Source: an optimization exercise on an open RTL-to-GDS flow (aim: small area). Production flows keep margins and buffers that such runs may drop.
In this exercise RTL edits were held to simulation tests only and were not proved equivalent to the original.
No driver is modelled on the clock port, so clocking that relies on it looks cheaper here than on a real chip.
Power figures rest on the tool's default switching activity, not on a simulated workload.

<file path="flow/flow/run.sh">
#!/bin/bash
# The standard layout (standard.sh), with these changes:
#  - synthesis maps the logic with area-oriented ABC scripts and keeps the
#    smallest result (flow/synth.tcl wraps synth_recipe.tcl; registers are
#    mapped before ABC runs, so they are the standard synthesis's), and
#    adders are left to ABC instead of being mapped to adder cells first;
#  - the port buffers are the smallest buffer, buf_1;
#  - the constant outputs share one tie cell;
#  - CTS uses clkbuf_8 and no dummy loads.
# Every tool's log is under orfs/logs/; make's own output is in standard.log.
set -euo pipefail
here=$(pwd)
sed -E "s#SYNTH_SCRIPT=[^ ]*synth_recipe\.tcl#SYNTH_SCRIPT=$here/flow/synth.tcl#" standard.sh > own_standard.sh
grep -q "SYNTH_SCRIPT=$here/flow/synth.tcl" own_standard.sh
export ADDER_MAP_FILE=
export SKIP_REPAIR_TIE_FANOUT=1
export BUFFER_PORTS_ARGS="-buffer_cell sky130_fd_sc_hd__buf_1"
export CTS_ARGS="-sink_clustering_enable -repair_clock_nets -dont_use_dummy_load -buf_list sky130_fd_sc_hd__clkbuf_8 -sink_clustering_size 30 -sink_clustering_max_diameter 200"
bash own_standard.sh > standard.log 2>&1
</file>
<file path="flow/flow/abc_area1.script">
strash
dc2
&get -n
&deepsyn -T 30 -S 1
&put
dch -f
amap
topo
</file>
<file path="flow/flow/abc_area2.script">
strash
dc2
&get -n
&deepsyn -T 30 -S 2
&put
dch -f
amap
topo
</file>
<file path="flow/flow/abc_area3.script">
strash
dc2
&get -n
&deepsyn -T 30 -S 3
&put
dch -f
amap
topo
</file>
<file path="flow/flow/abc_area4.script">
strash
dc2
&get -n
&deepsyn -T 30 -S 4
&put
dch -f
amap
topo
</file>
<file path="flow/flow/synth.tcl">
# The standard flow's synthesis (synth_recipe.tcl, in the work folder), with ORFS's
# combinational mapping step (its one abc call) replaced: ABC runs with each
# of the area-oriented scripts flow/abc_area*.script and the smallest result
# is kept. Registers are mapped before this step, so they are the standard
# synthesis's registers.
set own_dir [file dirname [file normalize [info script]]]
proc abc {args} {
  global own_dir
  set i [lsearch -exact $args -script]
  set libs {}
  foreach {a b} [lrange $args 0 end] { }
  for {set j 0} {$j < [llength $args]} {incr j} {
    if { [lindex $args $j] == "-liberty" } { lappend libs -liberty [lindex $args [expr { $j + 1 }]] }
  }
  yosys design -save own_pre_abc
  set best ""
  set best_area 1e18
  foreach script [lsort [glob [file join $own_dir abc_area*.script]]] {
    yosys design -load own_pre_abc
    set a $args
    lset a [expr { $i + 1 }] $script
    puts "abc (own script [file tail $script])"
    yosys abc {*}$a
    set stat_file [file join $::env(OBJECTS_DIR) own_abc_stat.txt]
    yosys tee -q -o $stat_file stat {*}$libs
    set fh [open $stat_file r]
    set txt [read $fh]
    close $fh
    if { ![regexp {Chip area for module '[^']*': ([0-9.eE+]+)} $txt -> area] } { error "no area" }
    puts "abc (own script [file tail $script]): area $area"
    if { $area < $best_area } {
      set best_area $area
      set best $script
      yosys design -save own_best_abc
    }
  }
  puts "abc: keeping [file tail $best], area $best_area"
  yosys design -load own_best_abc
}
source [file join [file dirname $own_dir] synth_recipe.tcl]
</file>
<file path="flow/standard.sh">
#!/bin/bash
# synth_recipe.tcl (not shown) runs the flow's synth.tcl, then flattens the netlist and writes it again
# the make line also repeats each setting of config.mk as NAME=value (left out here)
make -C /OpenROAD-flow-scripts/flow DESIGN_CONFIG=/design/flow/config.mk WORK_HOME=/design/flow/orfs CLKGATE_MAP_FILE= SYNTH_SCRIPT=/design/flow/synth_recipe.tcl "${@:-finish}"
</file>
<file path="flow/config.mk">
export PLATFORM = sky130hd
export DESIGN_NAME = pb170proj
export DESIGN_NICKNAME = pb170proj
export VERILOG_FILES = /design/flow/design.v
export SDC_FILE = /design/flow/constraint.sdc
export NUM_CORES = 4
export LEC_CHECK = 0
export ABC_AREA = 1
export CAP_MARGIN = 20
export CORE_MARGIN = 2
export CORE_UTILIZATION = 70
export PLACE_DENSITY = 0.72
export SLEW_MARGIN = 20
</file>
<file path="flow/constraint.sdc">
create_clock -name core_clock -period 10.0 [get_ports {CLK}]
set_input_delay 2.0000 -clock core_clock [delete_from_list [all_inputs] [get_ports {CLK}]]
set_output_delay 2.0000 -clock core_clock [all_outputs]
set_load 0.01 [all_outputs]
</file>
<file path="flow/design.v">
module clk_div (
	CLK, RST, CLK_DIV
	);
	parameter divider = 250;
	input CLK;
	input RST;
	output CLK_DIV;
	reg [7:0] state;
	reg CLK_DIV;
	function [7:0] step;
		input [7:0] s;
		begin
			step = {s[6:0], s[7] ^ s[5] ^ s[4] ^ s[3]};
		end
	endfunction
	function [7:0] steps;
		input [7:0] s;
		input integer n;
		integer j;
		begin
			steps = s;
			for (j = 0; j < n; j = j + 1)
				steps = step(steps);
		end
	endfunction
	localparam [7:0] START = 8'h01;                        
	localparam [7:0] ONE = steps(START, divider - 1);      
	localparam [7:0] ZERO = steps(START, divider);         
	localparam integer B = (ZERO[0] != START[0]) ? 0 : (ZERO[1] != START[1]) ? 1 :
		(ZERO[2] != START[2]) ? 2 : (ZERO[3] != START[3]) ? 3 :
		(ZERO[4] != START[4]) ? 4 : (ZERO[5] != START[5]) ? 5 :
		(ZERO[6] != START[6]) ? 6 : 7;
	wire zero = CLK_DIV && state[B] == ZERO[B];
	always @(posedge CLK)
	begin
		if (!RST || zero) state <= START;
		else state <= step(state);
	end
	always @(posedge CLK)
		CLK_DIV <= (state == ONE);
endmodule
module pb170proj (
		CLK, KEY, SW, LEDG, LEDR, HEX4, HEX5, HEX6, HEX7
	);
	input CLK;
	input [1:0] KEY;
	input [15:0] SW;
	output [4:0] LEDG;
	output [15:0] LEDR;
	output [6:0] HEX4;
	output [6:0] HEX5;
	output [6:0] HEX6;
	output [6:0] HEX7;
	wire rst_n = KEY[0];
	wire tick;
	clk_div #(.divider(250)) divider1 (.CLK(CLK), .RST(rst_n), .CLK_DIV(tick));
	reg [19:0] rnd_cnt;
	reg [15:0] ledscfg;
	reg [15:0] LEDS;
	reg [8:0] cntdwn;
	reg [2:0] disp;       
	reg rflag;            
	reg pflag;            
	reg zflag;            
	reg [2:0] rnds;       
	reg [3:0] oks;        
	reg old_key1;
	wire [2:0] rnds_inc;
	wire [3:0] oks_inc;
	assign rnds_inc = {
		(rnds[2] & rnds[1]) | (rnds[1] & ~rnds[0]) | (~rnds[2] & ~rnds[1] & rnds[0]),
		(~rnds[0]),
		(rnds[2])};
	assign HEX4 = {
		(~rnds[1] & ~rnds[0]),
		(~rnds[0]),
		(rnds[2]) | (~rnds[1] & ~rnds[0]),
		(~rnds[1] & ~rnds[0]) | (rnds[2] & rnds[1] & rnds[0]),
		(~rnds[2] & rnds[1] & ~rnds[0]),
		(~rnds[1] & rnds[0]),
		(rnds[2] & rnds[1] & rnds[0]) | (~rnds[2] & ~rnds[1] & ~rnds[0])};
	assign oks_inc = {
		(~oks[0]) | (oks[2]) | (oks[1]),
		(~oks[3] & ~oks[2]) | (~oks[2] & oks[1]),
		(oks[2] & ~oks[0]) | (~oks[3] & ~oks[0]),
		(oks[3] & ~oks[2]) | (oks[1])};
	assign HEX6 = {
		(oks[2] & ~oks[0]) | (~oks[3] & ~oks[0]),
		(oks[2]) | (oks[1] & oks[0]),
		(oks[2]) | (oks[3] & ~oks[1]),
		(oks[2] & ~oks[0]) | (oks[3] & ~oks[1] & ~oks[0]),
		(oks[1] & oks[0]),
		(~oks[2] & ~oks[1] & oks[0]),
		(oks[2] & oks[1]) | (oks[3] & ~oks[1] & ~oks[0])};
	assign HEX5 = 7'b1111111;
	assign HEX7 = 7'b1111111;
	assign LEDR = LEDS;
	assign LEDG = {disp == 3'd4, disp == 3'd3, disp == 3'd2, disp == 3'd1, disp == 3'd0};
	wire [19:0] rnd_next = rst_n ? rnd_cnt + 20'd1 : 20'd0;
	always @(posedge CLK)
		rnd_cnt <= rnd_next;
	wire [2:0] mode = rflag ? {2'b00, pflag} : {disp[2:1], disp[0] | pflag};
	wire press = !KEY[1] && old_key1;
	wire advance = press && (mode == 3'd0 || mode == 3'd2);
	wire [2:0] mode1 = !rst_n ? 3'd0 : advance ? mode + 3'd1 : mode;
	wire cnt0 = cntdwn == 9'd0;
	wire match = SW == ledscfg;
	reg [2:0] mode2;
	always @(*)
	begin
		mode2 = mode1;
		if (tick)
			case (mode1)
			1: if (cnt0) mode2 = 3'd2;
			2: if (cnt0) mode2 = 3'd3;
			3: mode2 = 3'd4;
			4: if (cnt0) mode2 = (rnds == 3'd3) ? 3'd5 : 3'd0;
			default: ;
			endcase
	end
	wire idle = mode2 == 3'd0 || mode2 == 3'd5;
	wire t1 = tick && mode1 == 3'd1;
	wire t3 = tick && mode1 == 3'd3;
	wire t4 = tick && mode1 == 3'd4;
	wire t5 = tick && mode1 == 3'd5;
	wire showp = (t1 && cntdwn == 9'd5) || (t4 && cntdwn[2] && !(cnt0 && rnds == 3'd3));
	wire set1 = t4 && cnt0 && rnds == 3'd3;
	wire keep = !(t1 && (cnt0 || cntdwn == 9'd5)) && !t4 && !t5;
	wire [15:0] leds_next = ({16{showp}} & ledscfg) | ({16{t5}} & {LEDS[14:0], LEDS[15]}) |
		({16{keep}} & LEDS) | {15'd0, set1};
	wire load500 = t1 && cnt0;
	wire dec = tick && (mode1 == 3'd1 || mode1 == 3'd2 || mode1 == 3'd4) && !load500;
	wire [3:0] dlo [0:4];
	wire [3:0] dhi [0:4];
	wire [15:0] pattern;
	genvar k, i;
	generate
		for (k = 0; k < 5; k = k + 1) begin : pdec
			wire [1:0] a = rnd_next[4*k+1:4*k];
			wire [1:0] b = rnd_next[4*k+3:4*k+2];
			assign dlo[k] = {a[1] & a[0], a[1] & ~a[0], ~a[1] & a[0], ~a[1] & ~a[0]};
			assign dhi[k] = {idle & b[1] & b[0], idle & b[1] & ~b[0], idle & ~b[1] & b[0], idle & ~b[1] & ~b[0]};
		end
		for (i = 0; i < 16; i = i + 1) begin : pat
			assign pattern[i] = (dhi[0][i/4] & dlo[0][i%4]) | (dhi[1][i/4] & dlo[1][i%4]) |
				(dhi[2][i/4] & dlo[2][i%4]) | (dhi[3][i/4] & dlo[3][i%4]) | (dhi[4][i/4] & dlo[4][i%4]);
		end
	endgenerate
	always @(posedge CLK)
	begin
		old_key1 <= KEY[1];
		LEDS <= leds_next;
		ledscfg <= pattern | ({16{!idle}} & ledscfg);
		if (!rst_n) begin
			rflag <= 1'b1;
			pflag <= 1'b0;
			zflag <= 1'b1;
		end else if (advance)
			pflag <= 1'b1;
		if (idle)
			cntdwn <= 9'd5;
		else if (load500)
			cntdwn <= 9'd500;
		else if (t3)
			cntdwn <= match ? 9'd48 : 9'd96;
		else if (dec)
			cntdwn <= cntdwn - 9'd1;
		if (t3) begin
			oks <= match ? (zflag ? 4'd14 : oks_inc) : (zflag ? 4'd0 : oks);
			rnds <= zflag ? 3'd0 : rnds_inc;
			zflag <= 1'b0;
		end
		if (tick) begin
			disp <= mode2;
			rflag <= 1'b0;
			pflag <= 1'b0;
		end
	end
endmodule
</file>
==> summary.txt, run 1 <==
# diodes 0; Post-CTS Setup Inserts 0; clock sink count 84; Synth Register Bits 84; DRT iter0 DRCs 445; vias in the first global route 3567; Nets 587; Max-slew headroom 23.94%; routed vias 4052; Synth Area per Inst 7.628 sq um; Final GP Congestion 1.000; sequential area share after synthesis 45.01%; I/O pin total 68; kind of critical path input port to flip-flop; worst-margin pin slew 1.125 ns; Slew Limit Fails 0; CTS clk-pin slew, worst paths 0.08 ns; Die Area 6273 sq um; total wire length 10540 microns; Initial Util 72.34%; Cells after Synth 519; CP startpoint kind input port; final hold viol count 0; Post-synth ARST share 0%; Site Rows 27; vias per cell 6.351; clk latency of the worst-skew pair 0.35 ns; Worst Setup End Kind flip-flop; Leak Pwr 1.374 nW; Worst Hold Class flip-flop to flip-flop; RSZ-0062 raised after global routing no; Non-Filler Instances 638; prevailing post-synth register cell dfxtp_1; setup TNS 0 ns; max cap viols 0; fin crit share 61.14%; DP Cell Count 629; post-synthesis cell area 3959 sq um; post-route antenna net violation count 0; Clock Skew 0.02398 ns; Post-Syn Nets 538; grt ovf 0; Max Clock Freq 163.6 MHz; CTS tree yes; Core Footprint 5473 sq um; WL/cell 16.52 microns; DRC viols 0; largest net degree at the start of global routing 35; initial antenna violation count 0; Worst Path Arrival 6.38 ns; hpwl dp 7978 microns; Max Root-Sink Buffers 2; EDFF count, synth 10; CTS Root Cell clkbuf_8; Worst Setup Slack, final 3.886 ns; Die W 79.20 microns; final setup fails 0; Place WS 3.681 ns; Syn. warnings 2; CTS Buf Count 9; Port Buffer Count 53; status finished clean; first-pass GRT wire length 17100 microns; Critical Path RT 10.27 ns; Distinct cells, synth 34; DR pass1 iterations 6; Tot Pwr 0.0005681 W; hold buffers post-CTS 0; PD cells 133.1 nW/um^2; Tmin final 6.114 ns; Die Y 79.20 microns; htree depth 3; share of post-route cells with drive strength above 1 2.120%; Worst Path Max Fanout 34; total track usage 35.14%; Area Overhead vs Synth 7.775%; Resized cells post-CTS 0; Peak VDD IR 0.0001355 V
[sequential cells by signal, indices dropped and copies added (netlist names)]
signal,count
pflag,1
zflag,1
rflag,1
rnd_cnt,20
LEDS,16
rnds,3
ledscfg,16
oks,4
cntdwn,9
divider1.state,8
disp,3
old_key1,1
divider1.CLK_DIV,1
[power breakdown]
part | total [W] | switching [W] | internal (W)
Combinational | 0.0000369 | 0.0000260 | 0.0000109
Sequential | 0.000349 | 0.00000297 | 0.000346
Clock | 0.000182 | 0.000102 | 0.0000804
Total | 0.000568 | 0.000131 | 0.000437
[logic make-up after synthesis]
| family | after synthesis | share of synthesized area, % |
|---|---|---|
| buffers and inverters | 80 | 9.103 |
| other | 1 | 0.09473 |
| flip-flops | 84 | 45.01 |
| AO/OA/AOI/OAI | 149 | 23.42 |
| AND/OR/NAND/NOR | 205 | 22.38 |
[per-stage QoR]
step / hold slack (ns) / util [%] / area, sq um
detailed placement: 0.4245 / 75.70 / 4143
floorplan: 0.4030 / - / 3959
global route: 0.4527 / 77.96 / 4267
CTS: 0.4367 / 77.96 / 4267
global placement: 0.4138 / 75.70 / 4143
finish: 0.4296 / 77.96 / 4267
[placed cells by master (no fill, tap or decap), types with 2 or more instances in the layout]
| cell | Yosys | routed |
|---|---|---|
| a221oi_1 | 3 | 3 |
| nor4_1 | 5 | 5 |
| nor2b_1 | 4 | 4 |
| a22oi_1 | 17 | 17 |
| or2_0 | 7 | 7 |
| o22ai_1 | 29 | 29 |
| o21a_1 | 5 | 5 |
| a211oi_1 | 10 | 10 |
| dfxtp_1 | 74 | 74 |
| o211ai_1 | 5 | 5 |
| clkinv_1 | 64 | 64 |
| clkbuf_8 | 0 | 9 |
| or3_1 | 6 | 6 |
| buf_1 | 0 | 53 |
| edfxtp_1 | 10 | 10 |
| o221ai_1 | 2 | 2 |
| nand4_1 | 2 | 2 |
| nand3_1 | 17 | 17 |
| o2111ai_1 | 2 | 2 |
| o21ai_0 | 48 | 48 |
| nand2_1 | 48 | 48 |
| a21oi_1 | 19 | 19 |
| nor2_1 | 93 | 92 |
| a31oi_1 | 2 | 2 |
| nor3_1 | 21 | 20 |
[final cells by class]
| type | instances | area [sq um] |
|---|---|---|
| flip-flops and latches | 84 | 1782 |
| multi-input cells | 355 | 1824 |
| inverters | 64 | 240.2 |
| well taps | 72 | 90.09 |
| clock buffers | 9 | 123.9 |
| repair buffers | 54 | 206.4 |
| fillers | 395 | 1206 |
[cell usage after synthesis (all sizes together), types with 10 or more instances]
library cell / instances / area [sq um]
clkinv: 64 / 240.2
o22ai: 29 / 181.4
nor2: 93 / 349.1
a22oi: 17 / 127.6
nand3: 17 / 85.08
a21oi: 19 / 95.09
edfxtp: 10 / 300.3
buf: 16 / 120.1
o21ai: 48 / 240.2
dfxtp: 74 / 1481
a211oi: 10 / 75.07
nand2: 48 / 180.2
nor3: 21 / 105.1
[final timing paths]
kind                                                     end  slack, ns  depth (start not counted)                    startpoint
worst max-delay path                      ledscfg[1]$_DFF_P_       3.89                         17                        KEY[0]
worst min register to register  divider1.state[7]$_SDFF_PP0_       0.43                          2  divider1.state[6]$_SDFF_PP0_
worst min-delay path            divider1.state[7]$_SDFF_PP0_       0.43                          2  divider1.state[6]$_SDFF_PP0_
worst max register to register            ledscfg[1]$_DFF_P_       5.72                         21             disp[0]$_DFFE_PP_
[worst max-delay path, cell delays in order]
cell,delay [ns]
buf_1,0.45
clkinv_1,0.63
nor2_1,0.35
nand2_1,0.15
o31ai_1,0.42
nand2_1,0.12
nor2_1,0.22
o21ai_0,0.15
clkinv_1,0.10
a22oi_1,0.09
nor2_2,0.10
buf_4,0.34
clkinv_1,0.38
or3_1,0.50
o22ai_1,0.20
nor3_1,0.07
o21ai_0,0.07
[routing by layer]
metal	global-route usage [%]	routed length, microns
met1	45.20	4209
met2	57.29	4826
met3	7.386	1128
met4	15.17	374
met5	0	0
==> inputs of run 2 (changes only) <==
--- a/flow/design.v
+++ b/flow/design.v
@@ -55,8 +55,9 @@
 	wire tick;
 	clk_div #(.divider(250)) divider1 (.CLK(CLK), .RST(rst_n), .CLK_DIV(tick));
 	reg [19:0] rnd_cnt;
-	reg [15:0] ledscfg;
-	reg [15:0] LEDS;
+	reg pending;          
+	reg [15:0] ledscfg;   
+	reg show;             
 	reg [8:0] cntdwn;
 	reg [2:0] disp;       
 	reg rflag;            
@@ -94,27 +95,29 @@
 		(oks[2] & oks[1]) | (oks[3] & ~oks[1] & ~oks[0])};
 	assign HEX5 = 7'b1111111;
 	assign HEX7 = 7'b1111111;
-	assign LEDR = LEDS;
+	assign LEDR = {16{show}} & ledscfg;
 	assign LEDG = {disp == 3'd4, disp == 3'd3, disp == 3'd2, disp == 3'd1, disp == 3'd0};
-	wire [19:0] rnd_next = rst_n ? rnd_cnt + 20'd1 : 20'd0;
-	always @(posedge CLK)
-		rnd_cnt <= rnd_next;
 	wire [2:0] mode = rflag ? {2'b00, pflag} : {disp[2:1], disp[0] | pflag};
 	wire press = !KEY[1] && old_key1;
 	wire advance = press && (mode == 3'd0 || mode == 3'd2);
 	wire [2:0] mode1 = !rst_n ? 3'd0 : advance ? mode + 3'd1 : mode;
+	wire starting = mode1 == 3'd1 && (pflag || advance);
 	wire cnt0 = cntdwn == 9'd0;
 	wire match = SW == ledscfg;
+	wire last = rnds == 3'd3;
+	wire carry8 = &rnd_cnt[7:0];
+	wire up = !starting && (carry8 || pending);
+	wire [19:0] rnd_next = rst_n ? {rnd_cnt[19:8] + {11'd0, up}, rnd_cnt[7:0] + 8'd1} : 20'd0;
 	reg [2:0] mode2;
 	always @(*)
 	begin
 		mode2 = mode1;
 		if (tick)
 			case (mode1)
-			1: if (cnt0) mode2 = 3'd2;
+			1: if (cnt0 && !starting) mode2 = 3'd2;
 			2: if (cnt0) mode2 = 3'd3;
 			3: mode2 = 3'd4;
-			4: if (cnt0) mode2 = (rnds == 3'd3) ? 3'd5 : 3'd0;
+			4: if (cnt0) mode2 = last ? 3'd5 : 3'd0;
 			default: ;
 			endcase
 	end
@@ -123,34 +126,41 @@
 	wire t3 = tick && mode1 == 3'd3;
 	wire t4 = tick && mode1 == 3'd4;
 	wire t5 = tick && mode1 == 3'd5;
-	wire showp = (t1 && cntdwn == 9'd5) || (t4 && cntdwn[2] && !(cnt0 && rnds == 3'd3));
-	wire set1 = t4 && cnt0 && rnds == 3'd3;
-	wire keep = !(t1 && (cnt0 || cntdwn == 9'd5)) && !t4 && !t5;
-	wire [15:0] leds_next = ({16{showp}} & ledscfg) | ({16{t5}} & {LEDS[14:0], LEDS[15]}) |
-		({16{keep}} & LEDS) | {15'd0, set1};
-	wire load500 = t1 && cnt0;
-	wire dec = tick && (mode1 == 3'd1 || mode1 == 3'd2 || mode1 == 3'd4) && !load500;
+	wire first = tick && starting;       
+	wire t1end = t1 && !starting && cnt0;
+	wire set1 = t4 && cnt0 && last;      
+	wire dec = tick && (mode1 == 3'd1 || mode1 == 3'd2 || mode1 == 3'd4);
+	wire [19:0] r = {rnd_cnt[19:8], cntdwn[7:0]};
 	wire [3:0] dlo [0:4];
 	wire [3:0] dhi [0:4];
 	wire [15:0] pattern;
 	genvar k, i;
 	generate
 		for (k = 0; k < 5; k = k + 1) begin : pdec
-			wire [1:0] a = rnd_next[4*k+1:4*k];
-			wire [1:0] b = rnd_next[4*k+3:4*k+2];
+			wire [1:0] a = r[4*k+1:4*k];
+			wire [1:0] b = r[4*k+3:4*k+2];
 			assign dlo[k] = {a[1] & a[0], a[1] & ~a[0], ~a[1] & a[0], ~a[1] & ~a[0]};
-			assign dhi[k] = {idle & b[1] & b[0], idle & b[1] & ~b[0], idle & ~b[1] & b[0], idle & ~b[1] & ~b[0]};
+			assign dhi[k] = {first & b[1] & b[0], first & b[1] & ~b[0], first & ~b[1] & b[0], first & ~b[1] & ~b[0]};
 		end
 		for (i = 0; i < 16; i = i + 1) begin : pat
 			assign pattern[i] = (dhi[0][i/4] & dlo[0][i%4]) | (dhi[1][i/4] & dlo[1][i%4]) |
 				(dhi[2][i/4] & dlo[2][i%4]) | (dhi[3][i/4] & dlo[3][i%4]) | (dhi[4][i/4] & dlo[4][i%4]);
 		end
 	endgenerate
+	wire keep = !first && !set1 && !t5;
 	always @(posedge CLK)
 	begin
 		old_key1 <= KEY[1];
-		LEDS <= leds_next;
-		ledscfg <= pattern | ({16{!idle}} & ledscfg);
+		rnd_cnt <= rnd_next;
+		pending <= rst_n && (starting ? (pending || carry8) : (pending && carry8));
+		ledscfg <= pattern | ({16{t5}} & {ledscfg[14:0], ledscfg[15]}) |
+			({16{keep}} & ledscfg) | {15'd0, set1};
+		if (first)
+			show <= 1'b1;
+		else if (t1end)
+			show <= 1'b0;
+		else if (t4)
+			show <= cntdwn[2] || set1;
 		if (!rst_n) begin
 			rflag <= 1'b1;
 			pflag <= 1'b0;
@@ -158,8 +168,10 @@
 		end else if (advance)
 			pflag <= 1'b1;
 		if (idle)
-			cntdwn <= 9'd5;
-		else if (load500)
+			cntdwn <= {1'b0, rnd_next[7:0]};
+		else if (first)
+			cntdwn <= 9'd4;
+		else if (t1end)
 			cntdwn <= 9'd500;
 		else if (t3)
 			cntdwn <= match ? 9'd48 : 9'd96;
==> run 2 against run 1 <==
Non-clock buffer count is 3 higher. Clock power is 8% lower. Sequential share of layout area is 3.0 points lower. Final cell count is 3.1% lower. Global-route usage is 0.71 points lower. Clock skew is 0.0050 ns lower. Combinational power is 86% higher. Critical endpoint is now ledscfg[10]$_DFF_P_. Largest cell class unchanged. Largest power group unchanged.
==> summary.txt, run 2 <==
Layout fillers 357 (was 395); status finished clean (unchanged); hold buffers post-CTS 0 (unchanged); final setup fails 0 (unchanged); Clock Skew 0.01896 ns (was 0.02398 ns); vias per cell 6.320 (was 6.351); Synth Area per Inst 7.537 sq um (was 7.628 sq um); Distinct cells, synth 33 (was 34); Site Rows 26 (was 27); RSZ-0062 raised after global routing no (unchanged); Slew Limit Fails 0 (unchanged); grt ovf 0 (unchanged); FF-to-FF Start disp[0]$_DFFE_PP_ (unchanged); hold path cells 2 (unchanged); htree depth 3 (unchanged); Synth Register Bits 70 (was 84); Nets 569 (was 587); most common cell type on the critical path nand2_1 (was clkinv_1); Crit path largest cell delay 0.66 ns (was 0.63 ns); Worst Setup End Kind flip-flop (unchanged); post-synthesis cell area 3754 sq um (was 3959 sq um); worst-margin pin slew 0.7772 ns (was 1.125 ns); Place WS 4.737 ns (was 3.681 ns); CTS Buf Count 9 (unchanged); Max Clock Freq 212.9 MHz (was 163.6 MHz); prevailing post-synth register cell dfxtp_1 (unchanged); Worst Path Max Fanout 19 (was 34); setup TNS 0 ns (unchanged); post-route antenna net violation count 0 (unchanged); delay-heaviest family, CP simple AND/OR/NAND/NOR gates (was buffers and inverters); Port Buffer Count 53 (unchanged); sequential area share after synthesis 42.13% (was 45.01%); CTS clk-pin slew, worst paths 0.07 ns (was 0.08 ns); clk latency of the worst-skew pair 0.34 ns (was 0.35 ns); vias in the first global route 3677 (was 3567); ranking of synthesized cells by area dfxtp_1 (28%), edfxtp_1 (14%), nor2_1 (10%) (was dfxtp_1 (37%), nor2_1 (8.8%), edfxtp_1 (7.6%)); synth cell count leaders nor2_1 (102), clkinv_1 (72), nand2_1 (65) (was nor2_1 (93), dfxtp_1 (74), clkinv_1 (64)); max reg flops 20 (unchanged); Resized cells post-CTS 0 (unchanged); final hold viol count 0 (unchanged); Initial Util 73.03% (was 72.34%); Final GP Congestion 1.067 (was 1.000); Worst Hold Class flip-flop to flip-flop (unchanged); most common library cell in the layout ignoring fill and taps nor2_1 (unchanged); Post-Syn Nets 517 (was 538); hold path startpoint divider1.state[6]$_SDFF_PP0_ (unchanged); I/O pin total 68 (unchanged); hpwl dp 7938 microns (was 7978 microns); # diodes 0 (unchanged); Post-synth ARST share 0% (unchanged); Peak VDD IR 0.0001324 V (was 0.0001355 V); total track usage 34.43% (was 35.14%); initial antenna violation count 0 (unchanged); Biggest register rnd_cnt (unchanged); fin crit share 46.97% (was 61.14%); Critical Path Start KEY[1] (was KEY[0]); Max Root-Sink Buffers 2 (unchanged); DRT iter0 DRCs 485 (was 445); slowest CP cell o41ai_1 (was clkinv_1); most frequent cells in the layout nor2_1 (101), clkinv_1 (72), nand2_1 (65) (was nor2_1 (92), dfxtp_1 (74), clkinv_1 (64)); Worst Path Arrival 4.88 ns (was 6.38 ns); CTS tree yes (unchanged); routed vias 3906 (was 4052); WP depth 13 (was 17); WL/cell 16.75 microns (was 16.52 microns); Top Registers rnd_cnt: 20 flops, ledscfg: 16 flops, cntdwn: 9 flops (was rnd_cnt: 20 flops, LEDS: 16 flops, ledscfg: 16 flops); Die Area 5964 sq um (was 6273 sq um); Core Footprint 5140 sq um (was 5473 sq um); total wire length 10350 microns (was 10540 microns); crit-path cells buf_1, o41ai_1, nand2_1, nor2_2, nor4_1, buf_4, clkinv_1, nand2_1, nor2_1, nand2_1, o21ai_0, buf_4, o221ai_1 (was buf_1, clkinv_1, nor2_1, nand2_1, o31ai_1, nand2_1, nor2_1, o21ai_0, clkinv_1, a22oi_1, nor2_2, buf_4, clkinv_1, or3_1, o22ai_1, nor3_1, o21ai_0); CTS Root Cell clkbuf_8 (unchanged); first-pass GRT wire length 16330 microns (was 17100 microns); Worst Setup Slack, final 5.303 ns (was 3.886 ns); cell with the most instances after synthesis nor2_1 (unchanged); EDFF count, synth 18 (was 10); Die W 77.23 microns (was 79.20 microns); Critical Path RT 10.18 ns (was 10.27 ns); CP bufs+invs 4 (was 5); share of post-route cells with drive strength above 1 2.555% (was 2.120%); largest net degree at the start of global routing 20 (was 35); clock sink count 70 (was 84); Syn. warnings 2 (unchanged); PD cells 134.2 nW/um^2 (was 133.1 nW/um^2); DR pass1 iterations 5 (was 6); Cells after Synth 498 (was 519); Tmin final 4.697 ns (was 6.114 ns); Post-CTS Setup Inserts 0 (unchanged); CP startpoint kind input port (unchanged); kind of critical path input port to flip-flop (unchanged); Die Y 77.23 microns (was 79.20 microns); Synth area leader dfxtp_1 (unchanged); Max-slew headroom 47.83% (was 23.94%); Reg2Reg Depth 14 (was 21); Area Overhead vs Synth 8.600% (was 7.775%); DRC viols 0 (unchanged); Yosys top cell area share 27.73% (was 37.42%); max cap viols 0 (unchanged); Leak Pwr 1.441 nW (was 1.374 nW)
-- run 2: logic make-up after synthesis --
| logic type | synth area share [%] |
|---|---|
| buffers and inverters | 10.40 |
| flip-flops | 42.13 |
| AND/OR/NAND/NOR | 22.23 |
| other | 0.09990 |
| AO/OA/AOI/OAI | 25.13 |
-- run 2: area by class of cell --
type,instances,area (sq um),area share (%)
multi-input cells,340,1784,43.77
flip-flops and latches,70,1582,38.80
inverters,72,270.3,6.630
repair buffers,57,229.0,5.617
clock buffers,9,123.9,3.039
well taps,70,87.58,2.149
-- run 2: final timing paths --
kind | to | slack, ns
min reg2reg | divider1.state[7]$_SDFF_PP0_ | 0.44
max | ledscfg[10]$_DFF_P_ | 5.30
min | divider1.state[7]$_SDFF_PP0_ | 0.44
max reg2reg | ledscfg[10]$_DFF_P_ | 6.45
-- run 2: power breakdown --
group	internal [W]	switching (W)	leakage, nW
registers	0.000302	0.00000835	0.594
clock network	0.0000801	0.0000881	0.0647
logic	0.0000211	0.0000476	0.783
total	0.000403	0.000144	1.44
-- run 2: metrics by stage --
stage	instance area [sq um]	power (W)	util [%]	hold slack [ns]	std cells
floorplan	3754	0.0003652	-	0.4030	498
global placement	3950	0.0003792	76.85	0.4123	609
detailed placement	3950	0.0003822	76.85	0.4160	609
CTS	4074	0.0005448	79.26	0.4291	618
global route	4076	0.0005639	79.31	0.4496	618
finish	4076	0.0005470	79.31	0.4355	618
-- run 2: worst register-to-register path, cell delays in order, from the launching register on --
cell and delay (ns):
edfxtp_1 0.45, clkinv_1 0.10, nor2_1 0.08, o41ai_1 0.64
nand2_1 0.27, nor2_2 0.61, nor4_1 0.15, buf_4 0.21
clkinv_1 0.08, nand2_1 0.07, nor2_1 0.20, nand2_1 0.09
o21ai_0 0.10, buf_4 0.23, o221ai_1 0.14
-- run 2: layer usage --
layer	track usage [%]	wire length, microns	up-vias
li1	-	-	1840
met2	57.22	4917	240
met5	0	0	-
met1	42.59	4184	1790
met4	18.04	299	0
met3	6.235	948	36
==> inputs of run 3 (changes only) <==
--- a/flow/design.v
+++ b/flow/design.v
@@ -54,16 +54,20 @@
 	wire rst_n = KEY[0];
 	wire tick;
 	clk_div #(.divider(250)) divider1 (.CLK(CLK), .RST(rst_n), .CLK_DIV(tick));
-	reg [19:0] rnd_cnt;
+	reg [19:0] n_rnd_cnt;   
+	wire [19:0] rnd_cnt = ~n_rnd_cnt;
 	reg pending;          
-	reg [15:0] ledscfg;   
-	reg show;             
+	reg [15:0] nledscfg;  
+	wire [15:0] ledscfg = ~nledscfg;
+	reg n_show;   
+	wire show = ~n_show;
 	reg [8:0] cntdwn;
 	reg [2:0] disp;       
 	reg rflag;            
 	reg pflag;            
 	reg zflag;            
-	reg [2:0] rnds;       
+	reg [2:0] n_rnds;   
+	wire [2:0] rnds = ~n_rnds;
 	reg [3:0] oks;        
 	reg old_key1;
 	wire [2:0] rnds_inc;
@@ -151,16 +155,16 @@
 	always @(posedge CLK)
 	begin
 		old_key1 <= KEY[1];
-		rnd_cnt <= rnd_next;
+		n_rnd_cnt <= ~(rnd_next);
 		pending <= rst_n && (starting ? (pending || carry8) : (pending && carry8));
-		ledscfg <= pattern | ({16{t5}} & {ledscfg[14:0], ledscfg[15]}) |
-			({16{keep}} & ledscfg) | {15'd0, set1};
+		nledscfg <= ~(pattern | ({16{t5}} & {ledscfg[14:0], ledscfg[15]}) |
+			({16{keep}} & ledscfg) | {15'd0, set1});
 		if (first)
-			show <= 1'b1;
+			n_show <= ~(1'b1);
 		else if (t1end)
-			show <= 1'b0;
+			n_show <= ~(1'b0);
 		else if (t4)
-			show <= cntdwn[2] || set1;
+			n_show <= ~(cntdwn[2] || set1);
 		if (!rst_n) begin
 			rflag <= 1'b1;
 			pflag <= 1'b0;
@@ -179,7 +183,7 @@
 			cntdwn <= cntdwn - 9'd1;
 		if (t3) begin
 			oks <= match ? (zflag ? 4'd14 : oks_inc) : (zflag ? 4'd0 : oks);
-			rnds <= zflag ? 3'd0 : rnds_inc;
+			n_rnds <= ~(zflag ? 3'd0 : rnds_inc);
 			zflag <= 1'b0;
 		end
 		if (tick) begin
==> run 3 against run 2 <==
Clock skew about the same. Critical endpoint is now cntdwn[1]$_DFFE_PP_. Register-to-register slack got worse by 2.5 ns. Sequential cell count is the same. Total power fell by 4.2%. Sequential power about the same. Die area decreased by 3.5%. Utilization is 1.6 points lower. Fmax down 32%. First-iteration DRC count shrank 1.0%.
==> summary.txt, run 3 <==
status finished clean (unchanged); hold path cells 2 (unchanged); Critical Path RT 10.15 ns (was 10.18 ns); CTS tree yes (unchanged); hold buffers post-CTS 0 (unchanged); crit-path cells buf_1, buf_4, clkinv_1, nor2_1, o2111ai_1, nor3_1, nand2_1, nor2_1, nor2_1, o21ai_0, nor2_1, or3_1, nor2_1, o21ai_0, o21ai_0, nand2_1, or3_1, o32ai_1 (was buf_1, o41ai_1, nand2_1, nor2_2, nor4_1, buf_4, clkinv_1, nand2_1, nor2_1, nand2_1, o21ai_0, buf_4, o221ai_1); initial antenna violation count 0 (unchanged); hold slack 0.4332 ns (was 0.4355 ns); CTS Buf Count 9 (unchanged); post-route antenna net violation count 0 (unchanged); Slew Limit Fails 0 (unchanged); largest net degree at the start of global routing 25 (was 20); synth cell count leaders nor2_1 (86), clkinv_1 (56), dfxtp_1 (52) (was nor2_1 (102), clkinv_1 (72), nand2_1 (65)); RSZ-0062 raised after global routing no (unchanged); I/O pin total 68 (unchanged); PD cells 133.7 nW/um^2 (was 134.2 nW/um^2); max cap viols 0 (unchanged); CTS clk-pin slew, worst paths 0.07 ns (about the same); Synth area leader dfxtp_1 (unchanged); Die Area 5755 sq um (was 5964 sq um); Area Overhead vs Synth 8.446% (was 8.600%); Max-slew headroom 35.32% (was 47.83%); most common library cell in the layout ignoring fill and taps nor2_1 (unchanged); EDFF count, synth 18 (unchanged); Tmin final 6.930 ns (was 4.697 ns); Layout fillers 372 (was 357); vias in the first global route 3194 (was 3677); ranking of synthesized cells by area dfxtp_1 (29%), edfxtp_1 (15%), nor2_1 (8.9%) (was dfxtp_1 (28%), edfxtp_1 (14%), nor2_1 (10%)); Worst Setup End Kind flip-flop (unchanged); Cells after Synth 468 (was 498); Crit path largest cell delay 0.79 ns (was 0.66 ns); grt ovf 0 (unchanged); slowest CP cell o21ai_0 (was o41ai_1); total wire length 9712 microns (was 10350 microns); delay-heaviest family, CP simple AND/OR/NAND/NOR gates (unchanged); WP depth 18 (was 13); final setup fails 0 (unchanged); Reg2Reg Depth 22 (was 14); Tot Pwr 0.0005241 W (was 0.0005470 W); sequential area share after synthesis 43.75% (was 42.13%); Resized cells post-CTS 0 (unchanged); Leak Pwr 1.248 nW (was 1.441 nW); Worst Path Arrival 7.08 ns (was 4.88 ns); Port Buffer Count 53 (unchanged); Nets 537 (was 569); Worst Path Max Fanout 16 (was 19); Synth Register Bits 70 (unchanged); Post-synth ARST share 0% (unchanged); Worst Setup Slack, final 3.070 ns (was 5.303 ns); kind of critical path input port to flip-flop (unchanged); Yosys top cell area share 28.80% (was 27.73%); DR pass1 iterations 8 (was 5); vias per cell 6.370 (was 6.320); Peak VDD IR 0.0001293 V (was 0.0001324 V); Biggest register n_rnd_cnt (was rnd_cnt); Distinct cells, synth 31 (was 33); Clock Skew 0.01928 ns (was 0.01896 ns); fin crit share 69.30% (was 46.97%); Worst Hold Class flip-flop to flip-flop (unchanged); Die W 75.86 microns (was 77.23 microns); total track usage 35.64% (was 34.43%); Syn. warnings 2 (unchanged); # diodes 0 (unchanged); CP startpoint kind input port (unchanged); Max Root-Sink Buffers 2 (unchanged); CP bufs+invs 3 (was 4); Site Rows 26 (unchanged); worst-margin pin slew 0.9601 ns (was 0.7772 ns); hpwl dp 7399 microns (was 7938 microns); most common cell type on the critical path nor2_1 (was nand2_1); cell with the most instances after synthesis nor2_1 (unchanged); first-pass GRT wire length 15080 microns (was 16330 microns); DRT iter0 DRCs 480 (was 485); setup TNS 0 ns (unchanged); Post-Syn Nets 487 (was 517); Post-CTS Setup Inserts 0 (unchanged); Place WS 2.873 ns (was 4.737 ns); share of post-route cells with drive strength above 1 2.132% (was 2.555%); Die Y 75.86 microns (was 77.23 microns); DRC viols 0 (unchanged); CTS Root Cell clkbuf_8 (unchanged); final hold viol count 0 (unchanged); post-synthesis cell area 3615 sq um (was 3754 sq um); Initial Util 71.69% (was 73.03%); clk latency of the worst-skew pair 0.35 ns (was 0.34 ns); Final GP Congestion 1.006 (was 1.067); Top Registers n_rnd_cnt: 20 flops, nledscfg: 16 flops, cntdwn: 9 flops (was rnd_cnt: 20 flops, ledscfg: 16 flops, cntdwn: 9 flops); WL/cell 16.57 microns (was 16.75 microns); max reg flops 20 (unchanged); htree depth 3 (unchanged); Core Footprint 5042 sq um (was 5140 sq um); clock sink count 70 (unchanged); most frequent cells in the layout nor2_1 (86), clkinv_1 (56), buf_1 (53) (was nor2_1 (101), clkinv_1 (72), nand2_1 (65)); Max Clock Freq 144.3 MHz (was 212.9 MHz); prevailing post-synth register cell dfxtp_1 (unchanged); Synth Area per Inst 7.724 sq um (was 7.537 sq um); routed vias 3733 (was 3906)
-- run 3: cell type report --
class | count | area, sq um | share of cell area, %
inverters | 56 | 210.2 | 5.362
repair buffers | 55 | 214.0 | 5.458
well taps | 70 | 87.58 | 2.234
flip-flops and latches | 70 | 1582 | 40.34
multi-input cells | 326 | 1703 | 43.44
clock buffers | 9 | 123.9 | 3.160
-- run 3: report_power, final --
group	total [W]	internal [W]	leakage, nW	switching (W)
Clock	0.000171	0.0000800	0.0647	0.0000909
Sequential	0.000307	0.000299	0.599	0.00000860
Combinational	0.0000459	0.0000141	0.584	0.0000318
Total	0.000524	0.000393	1.25	0.000131
-- run 3: worst reg2reg max path, cell delays in order, from the launching register on --
cell      delay, ns
edfxtp_1       0.44
or2_0          0.30
nor2_1         0.22
clkinv_1       0.16
nor2_1         0.18
clkinv_1       0.11
nor2_1         0.18
clkinv_1       0.11
nor2_1         0.22
clkinv_1       0.14
nor3_1         0.25
nand2_1        0.20
nor2_1         0.16
nor2_1         0.05
o21ai_0        0.35
nor2_1         0.14
or3_1          0.57
nor2_1         0.17
o21ai_0        0.14
o21ai_0        0.79
nand2_1        0.24
or3_1          0.45
o32ai_1        0.28
-- run 3: cell families (layout without fill, tap and decap cells) --
logic type                after synthesis  count (layout)  share of synthesized area [%]
other                                   1               1                         0.1037
xor gates and xnor gates                4               4                         0.9691
AOI/OAI and AO/OA                     119             119                          21.53
and+or+nand+nor                       202             202                          24.51
DFF                                    70              70                          43.75
buffers and inverters                  72             120                          9.138
-- run 3: per-layer routing --
metal	global-route usage [%]	vias to the layer above	wire (microns)
met5	0	-	0
met4	16.96	0	338
met3	9.921	46	1126
met2	54.98	273	4324
met1	46.30	1641	3923
li1	-	1773	-
-- run 3: final timing paths --
check / startpoint / endpoint / slack, ns
setup / recovery: KEY[0] / cntdwn[1]$_DFFE_PP_ / 3.07
hold / removal: divider1.state[1]$_SDFF_PP0_ / divider1.state[2]$_SDFF_PP0_ / 0.43
setup reg to reg: cntdwn[0]$_DFFE_PP_ / cntdwn[1]$_DFFE_PP_ / 3.95
hold reg to reg: divider1.state[1]$_SDFF_PP0_ / divider1.state[2]$_SDFF_PP0_ / 0.43
-- run 3: metrics by stage --
| stage | cells | instance area [sq um] | util [%] |
|---|---|---|---|
| finish | 586 | 3920 | 77.74 |
| global route | 586 | 3920 | 77.74 |
| floorplan | 468 | 3615 | - |
| global placement | 577 | 3796 | 75.29 |
| detailed placement | 577 | 3796 | 75.29 |
| CTS | 586 | 3920 | 77.74 |
==> inputs of run 4 (changes only) <==
--- a/flow/flow/run.sh
+++ b/flow/flow/run.sh
@@ -6,7 +6,9 @@
 #    adders are left to ABC instead of being mapped to adder cells first;
 #  - the port buffers are the smallest buffer, buf_1;
 #  - the constant outputs share one tie cell;
-#  - CTS uses clkbuf_8 and no dummy loads.
+#  - CTS builds the clock tree from clkbuf_4, without dummy loads; then
+#    flow/clkfix.tcl (after CTS) swaps each clock buffer that drives other
+#    clock buffers, or whose loads see a slew over 80 ps, for clkbuf_8.
 # Every tool's log is under orfs/logs/; make's own output is in standard.log.
 set -euo pipefail
 here=$(pwd)
@@ -15,5 +17,8 @@
 export ADDER_MAP_FILE=
 export SKIP_REPAIR_TIE_FANOUT=1
 export BUFFER_PORTS_ARGS="-buffer_cell sky130_fd_sc_hd__buf_1"
-export CTS_ARGS="-sink_clustering_enable -repair_clock_nets -dont_use_dummy_load -buf_list sky130_fd_sc_hd__clkbuf_8 -sink_clustering_size 30 -sink_clustering_max_diameter 200"
+export CTS_ARGS="-sink_clustering_enable -repair_clock_nets -dont_use_dummy_load -buf_list sky130_fd_sc_hd__clkbuf_4"
+export POST_CTS_TCL=$here/flow/clkfix.tcl
+export OWN_CLK_BIG_BUF=sky130_fd_sc_hd__clkbuf_8
+export OWN_CLK_SLEW_NS=0.08
 bash own_standard.sh > standard.log 2>&1
==> flow/flow/clkfix.tcl (new file) <==
# ORFS POST_CTS hook: CTS builds the clock tree from the small clock buffer
# (CTS_ARGS); here each clock buffer whose loads see a slew above
# OWN_CLK_SLEW_NS (or that drives other clock buffers) is swapped for the
# larger OWN_CLK_BIG_BUF, and the design is legalized again.
estimate_parasitics -placement
set_propagated_clock [all_clocks]
proc own_worst_slew { pins } {
  set w 0
  foreach p $pins {
    sta::redirect_string_begin
    report_slews $p
    set r [sta::redirect_string_end]
    if { [regexp {\^ ([0-9.]+):([0-9.]+) v ([0-9.]+):([0-9.]+)} $r -> a b c d] } {
      foreach x [list $a $b $c $d] { if { $x > $w } { set w $x } }
    }
  }
  return $w
}
set big [get_lib_cells $::env(OWN_CLK_BIG_BUF)]
set changed 1
set round 0
while { $changed && $round < 4 } {
  set changed 0
  incr round
  foreach inst [get_cells -hierarchical *] {
    set m [get_property $inst ref_name]
    if { ![string match "sky130_fd_sc_hd__clkbuf_*" $m] || $m == $::env(OWN_CLK_BIG_BUF) } { continue }
    set out [get_pins -of_objects $inst -filter "direction == output"]
    set loads [get_pins -of_objects [get_nets -of_objects $out] -filter "direction == input"]
    set drives_buf 0
    foreach l $loads {
      set lm [get_property [get_cells -of_objects $l] ref_name]
      if { [string match "sky130_fd_sc_hd__clkbuf_*" $lm] } { set drives_buf 1 }
    }
    set w [own_worst_slew $loads]
    if { $drives_buf || $w > $::env(OWN_CLK_SLEW_NS) } {
      puts "own clock fix: [get_full_name $inst] ($m, load slew $w) -> $::env(OWN_CLK_BIG_BUF)"
      replace_cell $inst $big
      set changed 1
    }
  }
  estimate_parasitics -placement
}
detailed_placement
check_placement -verbose
estimate_parasitics -placement
==> run 4 against run 3 <==
Sequential cell count stayed put. Sequential power hardly changed. Via count hardly changed. Utilization is 0.37 points lower. Count of clock-buffer cells in the layout stayed put. Hold slack better by 0.0095 ns. Final cell count stayed put. Cell area is 0.48% lower. Sequential share of layout area is 0.19 points higher. Register-to-register slack hardly changed. Largest cell class unchanged. Highest routed layer unchanged.
==> summary.txt, run 4 <==
cell with the most instances after synthesis nor2_1 (unchanged); Port Buffer Count 53 (unchanged); ranking of synthesized cells by area dfxtp_1 (29%), edfxtp_1 (15%), nor2_1 (8.9%) (unchanged); Tot Pwr 0.0005090 W (was 0.0005241 W); synth cell count leaders nor2_1 (86), clkinv_1 (56), dfxtp_1 (52) (unchanged); grt ovf 0 (unchanged); post-synthesis cell area 3615 sq um (unchanged); final hold viol count 0 (unchanged); Cells after Synth 468 (unchanged); CP bufs+invs 3 (unchanged); RSZ-0062 raised after global routing no (unchanged); most frequent cells in the layout nor2_1 (86), clkinv_1 (56), buf_1 (53) (unchanged); CP startpoint kind input port (unchanged); Site Rows 26 (unchanged); hpwl dp 7399 microns (unchanged); setup TNS 0 ns (unchanged); Synth Area per Inst 7.724 sq um (unchanged); status finished clean (unchanged); CTS tree yes (unchanged); prevailing post-synth register cell dfxtp_1 (unchanged); Non-Filler Instances 586 (unchanged); EDFF count, synth 18 (unchanged); Leak Pwr 1.240 nW (was 1.248 nW); Nets 537 (unchanged); Worst Path Arrival 7.10 ns (was 7.08 ns); Synth Register Bits 70 (unchanged); clock sink count 70 (unchanged); total track usage 35.60% (was 35.64%); Peak VDD IR 0.0001279 V (was 0.0001293 V); Critical Path RT 10.15 ns (about the same); Yosys top cell area share 28.80% (unchanged); utilization after layout 77.37% (was 77.74%); Max-slew headroom 33.43% (was 35.32%); Seq pwr share 60.3% (was 58.6%); # diodes 0 (unchanged); delay-heaviest family, CP simple AND/OR/NAND/NOR gates (unchanged); Clock Skew 0.02366 ns (was 0.01928 ns); Area Overhead vs Synth 7.927% (was 8.446%); post-route antenna net violation count 0 (unchanged); Max Clock Freq 144.0 MHz (was 144.3 MHz); Die Area 5755 sq um (unchanged); WL/cell 16.63 microns (was 16.57 microns); I/O pin total 68 (unchanged); PD cells 130.5 nW/um^2 (was 133.7 nW/um^2); DR pass1 iterations 5 (was 8); final setup fails 0 (unchanged); Slew Limit Fails 0 (unchanged); max cap viols 0 (unchanged); Worst Hold Class flip-flop to flip-flop (unchanged); vias in the first global route 3198 (was 3194); Crit path largest cell delay 0.81 ns (was 0.79 ns); Comb pwr share 9.1% (was 8.8%); Synth area leader dfxtp_1 (unchanged); Core Footprint 5042 sq um (unchanged); CTS clk-pin slew, worst paths 0.08 ns (was 0.07 ns); share of post-route cells with drive strength above 1 2.132% (unchanged); routed vias 3736 (was 3733); Top Registers n_rnd_cnt: 20 flops, nledscfg: 16 flops, cntdwn: 9 flops (unchanged); Die W 75.86 microns (unchanged); Pint 0.0003803 W (was 0.0003928 W); DRC viols 0 (unchanged); DRT iter0 DRCs 616 (was 480); Post-synth ARST share 0% (unchanged); max reg flops 20 (unchanged); DP Cell Count 577 (unchanged); Final GP Congestion 1.006 (unchanged); switching power of the nets 0.0001288 W (was 0.0001313 W); worst-margin pin slew 0.9882 ns (was 0.9601 ns); initial antenna violation count 0 (unchanged); clk latency of the worst-skew pair 0.35 ns (about the same); first-pass GRT wire length 15160 microns (was 15080 microns); Layout fillers 373 (was 372); Die Y 75.86 microns (unchanged); Biggest register n_rnd_cnt (unchanged); sequential area share after synthesis 43.75% (unchanged); kind of critical path input port to flip-flop (unchanged); Worst Setup End Kind flip-flop (unchanged); Tmin final 6.943 ns (was 6.930 ns); crit-path cells buf_1, buf_4, clkinv_1, nor2_1, o2111ai_1, nor3_1, nand2_1, nor2_1, nor2_1, o21ai_0, nor2_1, or3_1, nor2_1, o21ai_0, o21ai_0, nand2_1, or3_1, o32ai_1 (unchanged); Worst Path Max Fanout 16 (unchanged); largest net degree at the start of global routing 25 (unchanged); most common cell type on the critical path nor2_1 (unchanged); most common library cell in the layout ignoring fill and taps nor2_1 (unchanged); total wire length 9748 microns (was 9712 microns); Sw Share 25.30% (was 25.05%); vias per cell 6.375 (was 6.370); Post-Syn Nets 487 (unchanged); clock share of power 30.6% (was 32.6%); slowest CP cell o21ai_0 (unchanged); Initial Util 71.69% (unchanged); Distinct cells, synth 31 (unchanged); fin crit share 69.43% (was 69.30%); Syn. warnings 2 (unchanged)
run 4: cell counts after synthesis:
Identical to the previous run, type by type.
run 4: logic make-up (layout without fill, tap and decap cells):
group	Yosys count	after routing	share of synthesized area, %
buf+inv	72	120	9.138
flops	70	70	43.75
simple gates	202	202	24.51
other cells	1	1	0.1037
xor+xnor	4	4	0.9691
compound gates	119	119	21.53
run 4: metrics by stage:
stage / area [sq um] / hold WS, ns / worst slack, ns
after floorplan: 3615 / 0.3987 / 4.199
after global placement: 3796 / 0.4138 / 3.270
after detailed placement: 3796 / 0.4214 / 2.873
after global routing: 3901 / 0.4582 / 2.565
final: 3901 / 0.4427 / 3.057
run 4: worst register-to-register path, stage by stage, from the launching register on:
cell      delay (ns)
edfxtp_1        0.43
or2_0           0.31
nor2_1          0.22
clkinv_1        0.16
nor2_1          0.18
clkinv_1        0.11
nor2_1          0.18
clkinv_1        0.11
nor2_1          0.22
clkinv_1        0.15
nor3_1          0.25
nand2_1         0.19
nor2_1          0.15
nor2_1          0.04
o21ai_0         0.35
nor2_1          0.14
or3_1           0.58
nor2_1          0.16
o21ai_0         0.14
o21ai_0         0.81
nand2_1         0.25
or3_1           0.45
o32ai_1         0.28
run 4: layout make-up:
class	instances	area [sq um]	area share, %
repair buffers	55	214.0	5.484
clock buffers	9	105.1	2.694
flip-flops and latches	70	1582	40.54
well taps	70	87.58	2.245
multi-input cells	326	1703	43.65
inverters	56	210.2	5.388
run 4: power by group through the flow:
| stage | sequential, W | combinational [W] | clock (W) |
|---|---|---|---|
| after global placement | 0.000312 | 0.0000425 | 0 |
| after detailed placement | 0.000313 | 0.0000446 | 0 |
| final | 0.000307 | 0.0000462 | 0.000156 |
| after floorplan | 0.000310 | 0.0000350 | 0 |
| after global routing | 0.000308 | 0.0000511 | 0.000167 |
run 4: final timing paths:
path | start | endpoint | slack [ns] | depth (start not counted)
setup / recovery | KEY[0] | cntdwn[1]$_DFFE_PP_ | 3.06 | 18
hold / removal | divider1.state[1]$_SDFF_PP0_ | divider1.state[2]$_SDFF_PP0_ | 0.44 | 2
setup reg to reg | cntdwn[1]$_DFFE_PP_ | cntdwn[1]$_DFFE_PP_ | 3.96 | 22
hold reg to reg | divider1.state[1]$_SDFF_PP0_ | divider1.state[2]$_SDFF_PP0_ | 0.44 | 2
run 4: layer usage:
metal	routed length, microns	GRT usage (%)	vias up
met5	0	0	-
met4	337	18.52	0
met3	1065	7.672	45
met2	4369	54.89	250
met1	3976	47.01	1667
li1	-	-	1774
==> inputs of run 5 (changes only) <==
--- a/flow/design.v
+++ b/flow/design.v
@@ -171,16 +171,8 @@
 			zflag <= 1'b1;
 		end else if (advance)
 			pflag <= 1'b1;
-		if (idle)
-			cntdwn <= {1'b0, rnd_next[7:0]};
-		else if (first)
-			cntdwn <= 9'd4;
-		else if (t1end)
-			cntdwn <= 9'd500;
-		else if (t3)
-			cntdwn <= match ? 9'd48 : 9'd96;
-		else if (dec)
-			cntdwn <= cntdwn - 9'd1;
+		cntdwn <= idle ? {1'b0, rnd_next[7:0]} : first ? 9'd4 : t1end ? 9'd500 :
+			t3 ? (match ? 9'd48 : 9'd96) : cntdwn - {8'd0, dec};
 		if (t3) begin
 			oks <= match ? (zflag ? 4'd14 : oks_inc) : (zflag ? 4'd0 : oks);
 			n_rnds <= ~(zflag ? 3'd0 : rnds_inc);
==> flow/flow/abc_area5.script (new file) <==
strash
dch -f
amap
topo
==> flow/flow/abc_area6.script (new file) <==
strash
dc2
&get -n
&deepsyn -T 30 -S 5
&put
dch -f -r
amap -F 2 -A 4
topo
==> run 5 against run 4 <==
Via count is 0.91% higher. Largest cell class unchanged. Count of clock-buffer cells in the layout stayed put. Combinational power is 3% lower. Largest power group unchanged. First-iteration DRC count is 4.7% higher. Sequential share of layout area is 1.2 points lower.
==> summary.txt, run 5 <==
vias in the first global route 3315 (was 3198); Syn. warnings 2 (unchanged); CP bufs+invs 8 (was 3); Critical Path RT 10.26 ns (was 10.15 ns); Nets 538 (was 537); # diodes 0 (unchanged); ranking of synthesized cells by area dfxtp_1 (34%), nor2_1 (9.9%), o22ai_1 (9.4%) (was dfxtp_1 (29%), edfxtp_1 (15%), nor2_1 (8.9%)); clock sink count 70 (unchanged); Slew Limit Fails 0 (unchanged); kind of critical path input port to flip-flop (unchanged); Die Area 5639 sq um (was 5755 sq um); final setup fails 0 (unchanged); setup TNS 0 ns (unchanged); Die Y 75.10 microns (was 75.86 microns); max cap viols 0 (unchanged); sequential area share after synthesis 42.43% (was 43.75%); Peak VDD IR 0.0001245 V (was 0.0001279 V); Post-Syn Nets 488 (was 487); Initial Util 73.93% (was 71.69%); prevailing post-synth register cell dfxtp_1 (unchanged); slowest CP cell or4_1 (was o21ai_0); Top Registers n_rnd_cnt: 20 flops, nledscfg: 16 flops, cntdwn: 9 flops (unchanged); Final GP Congestion 1.113 (was 1.006); Place WS 3.689 ns (was 2.873 ns); cell with the most instances after synthesis nor2_1 (unchanged); Synth Area per Inst 7.545 sq um (was 7.724 sq um); PD cells 131.5 nW/um^2 (was 130.5 nW/um^2); Distinct cells, synth 33 (was 31); delay-heaviest family, CP simple AND/OR/NAND/NOR gates (unchanged); post-synthesis cell area 3538 sq um (was 3615 sq um); total wire length 9733 microns (was 9748 microns); Worst Setup End Kind flip-flop (unchanged); Die W 75.10 microns (was 75.86 microns); CP startpoint kind input port (unchanged); largest net degree at the start of global routing 24 (was 25); Max-slew headroom 53.27% (was 33.43%); max reg flops 20 (unchanged); DRC viols 0 (unchanged); Worst Setup Slack, final 3.966 ns (was 3.057 ns); Worst Hold Class flip-flop to flip-flop (unchanged); DP Cell Count 575 (was 577); DR pass1 iterations 9 (was 5); Biggest register n_rnd_cnt (unchanged); first-pass GRT wire length 15350 microns (was 15160 microns); initial antenna violation count 0 (unchanged); post-route antenna net violation count 0 (unchanged); most frequent cells in the layout nor2_1 (93), dfxtp_1 (60), clkinv_1 (59) (was nor2_1 (86), clkinv_1 (56), buf_1 (53)); synth cell count leaders nor2_1 (93), dfxtp_1 (60), clkinv_1 (59) (was nor2_1 (86), clkinv_1 (56), dfxtp_1 (52)); Multi-input gate area 1695 sq um (was 1703 sq um); Worst Path Arrival 6.29 ns (was 7.10 ns); total track usage 36.29% (was 35.60%); Layout fillers 307 (was 373); fin crit share 60.34% (was 69.43%); worst-margin pin slew 0.6984 ns (was 0.9882 ns); hpwl dp 7410 microns (was 7399 microns); Reg area 1501 sq um (was 1582 sq um); Synth area leader dfxtp_1 (unchanged); DRT iter0 DRCs 645 (was 616); most common library cell in the layout ignoring fill and taps nor2_1 (unchanged); vias per cell 6.455 (was 6.375); Tmin final 6.034 ns (was 6.943 ns); Worst Path Max Fanout 9 (was 16); routed vias 3770 (was 3736); Cells after Synth 469 (was 468); Area Overhead vs Synth 7.991% (was 7.927%); Yosys top cell area share 33.95% (was 28.80%); Leak Pwr 1.273 nW (was 1.240 nW); status finished clean (unchanged); Site Rows 25 (was 26); most common cell type on the critical path nor2_1 (unchanged); EDFF count, synth 10 (was 18); Non-Filler Instances 584 (was 586); WL/cell 16.67 microns (was 16.63 microns); grt ovf 0 (unchanged); RSZ-0062 raised after global routing no (unchanged); Post-synth ARST share 0% (unchanged); share of post-route cells with drive strength above 1 2.128% (was 2.132%); CTS tree yes (unchanged); final hold viol count 0 (unchanged); Max Clock Freq 165.7 MHz (was 144.0 MHz); clk latency of the worst-skew pair 0.34 ns (was 0.35 ns); I/O pin total 68 (unchanged); Port Buffer Count 53 (unchanged); Clock Skew 0.01831 ns (was 0.02366 ns); Synth Register Bits 70 (unchanged); Core Footprint 4786 sq um (was 5042 sq um); Tot Pwr 0.0005025 W (was 0.0005090 W); CTS clk-pin slew, worst paths 0.07 ns (was 0.08 ns); Crit path largest cell delay 0.46 ns (was 0.81 ns)
run 5: cell type report:
class / instances / area share (%)
multi-input combinational: 324 / 44.37
inverter: 59 / 5.796
sequential: 70 / 39.29
timing repair buffer: 55 / 5.599
tap: 67 / 2.194
clock buffer: 9 / 2.750
run 5: path summary, 6_finish.rpt:
path	slack (ns)	endpoint	from	depth (start not counted)
worst min register to register	0.42	divider1.state[7]$_SDFF_PP0_	divider1.state[6]$_SDFF_PP0_	2
worst max-delay path	3.97	cntdwn[1]$_DFF_P_	KEY[1]	26
worst min-delay path	0.42	divider1.state[7]$_SDFF_PP0_	divider1.state[6]$_SDFF_PP0_	2
worst max register to register	5.27	cntdwn[1]$_DFF_P_	disp[2]$_DFFE_PP_	25
run 5: cell families (layout without fill, tap and decap cells):
group	count (synthesis)	count (layout)	share of synthesized area (%)
AOI/OAI and AO/OA	124	124	23.23
buffers and inverters	75	123	9.654
DFF	70	70	42.43
and+or+nand+nor	199	199	24.58
other	1	1	0.1060
run 5: tightest hold or removal path, cell delays in order (launching register included):
cell and delay, ns:
dfxtp_1 0.30, clkinv_1 0.05, nor2_1 0.04
run 5: power breakdown:
part / leakage [nW] / internal [W] / switching (W)
Sequential: 0.583 / 0.000293 / 0.0000113
Clock: 0.0569 / 0.0000676 / 0.0000853
Combinational: 0.633 / 0.0000157 / 0.0000291
Total: 1.27 / 0.000377 / 0.000126
run 5: layer usage:
layer | vias to the layer above | global-route usage, % | routed length [microns]
li1 | 1781 | - | -
met2 | 277 | 57.21 | 4228
met4 | 0 | 14.09 | 367
met5 | - | 0 | 0
met1 | 1664 | 47.71 | 4015
met3 | 48 | 9.772 | 1121
run 5: through the flow:
stage	hold slack, ns	cell area (sq um)	util (%)
floorplan	0.3986	3538	-
global placement	0.4065	3716	77.65
detailed placement	0.4159	3716	77.65
global route	0.4557	3821	79.84
finish	0.4249	3821	79.84
==> inputs of run 6 (changes only) <==
--- a/flow/flow/run.sh
+++ b/flow/flow/run.sh
@@ -8,7 +8,7 @@
 #  - the constant outputs share one tie cell;
 #  - CTS builds the clock tree from clkbuf_4, without dummy loads; then
 #    flow/clkfix.tcl (after CTS) swaps each clock buffer that drives other
-#    clock buffers, or whose loads see a slew over 80 ps, for clkbuf_8.
+#    clock buffers, or whose loads see a slew over 95 ps, for clkbuf_8.
 # Every tool's log is under orfs/logs/; make's own output is in standard.log.
 set -euo pipefail
 here=$(pwd)
@@ -20,5 +20,5 @@
 export CTS_ARGS="-sink_clustering_enable -repair_clock_nets -dont_use_dummy_load -buf_list sky130_fd_sc_hd__clkbuf_4"
 export POST_CTS_TCL=$here/flow/clkfix.tcl
 export OWN_CLK_BIG_BUF=sky130_fd_sc_hd__clkbuf_8
-export OWN_CLK_SLEW_NS=0.08
+export OWN_CLK_SLEW_NS=0.095
 bash own_standard.sh > standard.log 2>&1
==> flow/flow/abc_area7.script (new file) <==
strash
dc2
&get -n
&deepsyn -T 45 -S 7
&put
dch -f
amap
topo
==> flow/flow/abc_area8.script (new file) <==
strash
dc2
&get -n
&deepsyn -T 45 -S 8
&put
dch -f
amap
topo
==> run 6 against run 5 <==
Still clean. Final cell count did not move. Worst setup slack got worse by 0.036 ns. Non-clock buffer count did not move. Register-to-register slack got worse by 0.02 ns. Cell area fell by 0.16%. Sequential cell count did not move. Count of clock-buffer cells in the layout did not move. Combinational power barely moved. Fmax fell by 0.60%. Critical path depth did not move. Critical endpoint unchanged. Largest power group unchanged. Highest routed layer unchanged.
==> summary.txt, run 6 <==
Layout fillers 309 (was 307); Worst Path Max Fanout 9 (unchanged); Yosys top cell area share 33.95% (unchanged); Die W 75.10 microns (unchanged); clk latency of the worst-skew pair 0.34 ns (about the same); Port Buffer Count 53 (unchanged); Synth Area per Inst 7.545 sq um (unchanged); Top Registers n_rnd_cnt: 20 flops, nledscfg: 16 flops, cntdwn: 9 flops (unchanged); CTS clk-pin slew, worst paths 0.07 ns (about the same); first-pass GRT wire length 15370 microns (was 15350 microns); Worst Setup Slack, final 3.930 ns (was 3.966 ns); Core Footprint 4786 sq um (unchanged); Synth area leader dfxtp_1 (unchanged); Post-synth ARST share 0% (unchanged); Post-Syn Nets 488 (unchanged); total track usage 36.29% (unchanged); worst-margin pin slew 0.7015 ns (was 0.6984 ns); CTS tree yes (unchanged); Initial Util 73.93% (unchanged); ranking of synthesized cells by area dfxtp_1 (34%), nor2_1 (9.9%), o22ai_1 (9.4%) (unchanged); Tmin final 6.070 ns (was 6.034 ns); setup TNS 0 ns (unchanged); Reg2Reg Depth 25 (unchanged); post-synthesis cell area 3538 sq um (unchanged); kind of critical path input port to flip-flop (unchanged); Multi-input gate area 1695 sq um (unchanged); sequential area share after synthesis 42.43% (unchanged); Max-slew headroom 53.06% (was 53.27%); Site Rows 25 (unchanged); Max Clock Freq 164.7 MHz (was 165.7 MHz); final setup fails 0 (unchanged); post-route antenna net violation count 0 (unchanged); WL/cell 16.64 microns (was 16.67 microns); status finished clean (unchanged); final hold viol count 0 (unchanged); Leak Pwr 1.270 nW (was 1.273 nW); Min-Delay Endpoint divider1.state[2]$_SDFF_PP0_ (was divider1.state[7]$_SDFF_PP0_); Reg area 1501 sq um (unchanged); CP startpoint kind input port (unchanged); DRC viols 0 (unchanged); FF-to-FF Start disp[2]$_DFFE_PP_ (unchanged); vias per cell 6.437 (was 6.455); Slew Limit Fails 0 (unchanged); PD cells 130.3 nW/um^2 (was 131.5 nW/um^2); share of post-route cells with drive strength above 1 2.128% (unchanged); hpwl dp 7410 microns (unchanged); I/O pin total 68 (unchanged); DP Cell Count 575 (unchanged); reg2reg setup slack 5.25 ns (was 5.27 ns); Tot Pwr 0.0004969 W (was 0.0005025 W); Peak VDD IR 0.0001246 V (was 0.0001245 V); Worst Path Arrival 6.32 ns (was 6.29 ns); grt ovf 0 (unchanged); Clock Skew 0.02415 ns (was 0.01831 ns); vias in the first global route 3310 (was 3315); Non-Filler Instances 584 (unchanged); largest net degree at the start of global routing 24 (unchanged); Cells after Synth 469 (unchanged); Area Overhead vs Synth 7.815% (was 7.991%); fin crit share 60.70% (was 60.34%); most frequent cells in the layout nor2_1 (93), dfxtp_1 (60), clkinv_1 (59) (unchanged); Biggest register n_rnd_cnt (unchanged); RR Endpoint cntdwn[1]$_DFF_P_ (unchanged); total wire length 9716 microns (was 9733 microns); most common library cell in the layout ignoring fill and taps nor2_1 (unchanged); Place WS 3.689 ns (unchanged); EDFF count, synth 10 (unchanged); hold path startpoint divider1.state[1]$_SDFF_PP0_ (was divider1.state[6]$_SDFF_PP0_); prevailing post-synth register cell dfxtp_1 (unchanged); Synth Register Bits 70 (unchanged); routed vias 3759 (was 3770)
-- run 6: cell type report --
type                    instances  area share, %
repair buffers                 55          5.608
well taps                      67          2.197
flip-flops and latches         70          39.36
clock buffers                   9          2.591
multi-input cells             324          44.44
inverters                      59          5.805
-- run 6: worst max-delay path, cell delays in order --
cell,delay [ns]
buf_1,0.09
clkinv_1,0.06
a31oi_1,0.27
o21a_1,0.22
o21ai_0,0.17
nor2_1,0.17
clkinv_1,0.11
nor2_1,0.14
clkinv_1,0.09
nor2_1,0.13
clkinv_1,0.10
nor2_1,0.15
nand2_1,0.12
nor2_1,0.17
clkinv_1,0.11
nor2_1,0.14
clkinv_1,0.16
o22ai_1,0.21
nor2_1,0.11
or4_1,0.46
a21oi_1,0.16
nor2_1,0.08
clkinv_1,0.16
nand2_1,0.12
or3_1,0.42
o22ai_1,0.18
-- run 6: worst max-delay path by stage --
stage	start	to	slack (ns)	cells after the start
3_5_place_dp	KEY[1]	cntdwn[1]$_DFF_P_	3.69	26
2_1_floorplan	KEY[1]	cntdwn[0]$_DFF_P_	4.31	25
6_report	KEY[1]	cntdwn[1]$_DFF_P_	3.93	26
5_1_grt	KEY[1]	cntdwn[3]$_DFF_P_	3.44	26
3_3_place_gp	KEY[1]	cntdwn[1]$_DFF_P_	3.95	26
-- run 6: power by group --
part	internal, W	total, W	switching, W
sequential	0.000293	0.000305	0.0000112
combinational	0.0000157	0.0000452	0.0000294
clock	0.0000635	0.000147	0.0000838
-- run 6: metrics by stage --
step,hold WS (ns),area [sq um]
2_1_floorplan,0.3986,3538
3_3_place_gp,0.4065,3716
3_5_place_dp,0.4159,3716
5_1_grt,0.4557,3815
6_report,0.4247,3815
-- run 6: routing by layer --
| metal | track usage, % | share of wire, % |
|---|---|---|
| met1 | 47.88 | 41 |
| met3 | 9.505 | 12 |
| met4 | 12.70 | 3.0 |
| met2 | 57.89 | 44 |
| met5 | 0 | 0 |
-- run 6: kinds of logic (layout without fill, tap and decap cells) --
kind of cell	after synthesis	after routing	share of synthesized area [%]
buf+inv	75	123	9.654
flops	70	70	42.43
other cells	1	1	0.1060
compound gates	124	124	23.23
simple gates	199	199	24.58

Check on run 6: ideal ports give 3.930 ns setup slack; a clkbuf_16 on the clock port and buf_2 on the inputs give 3.929 ns; moving port delays by the midpoint clock arrival (0.354 ns) as well gives 3.575 ns.
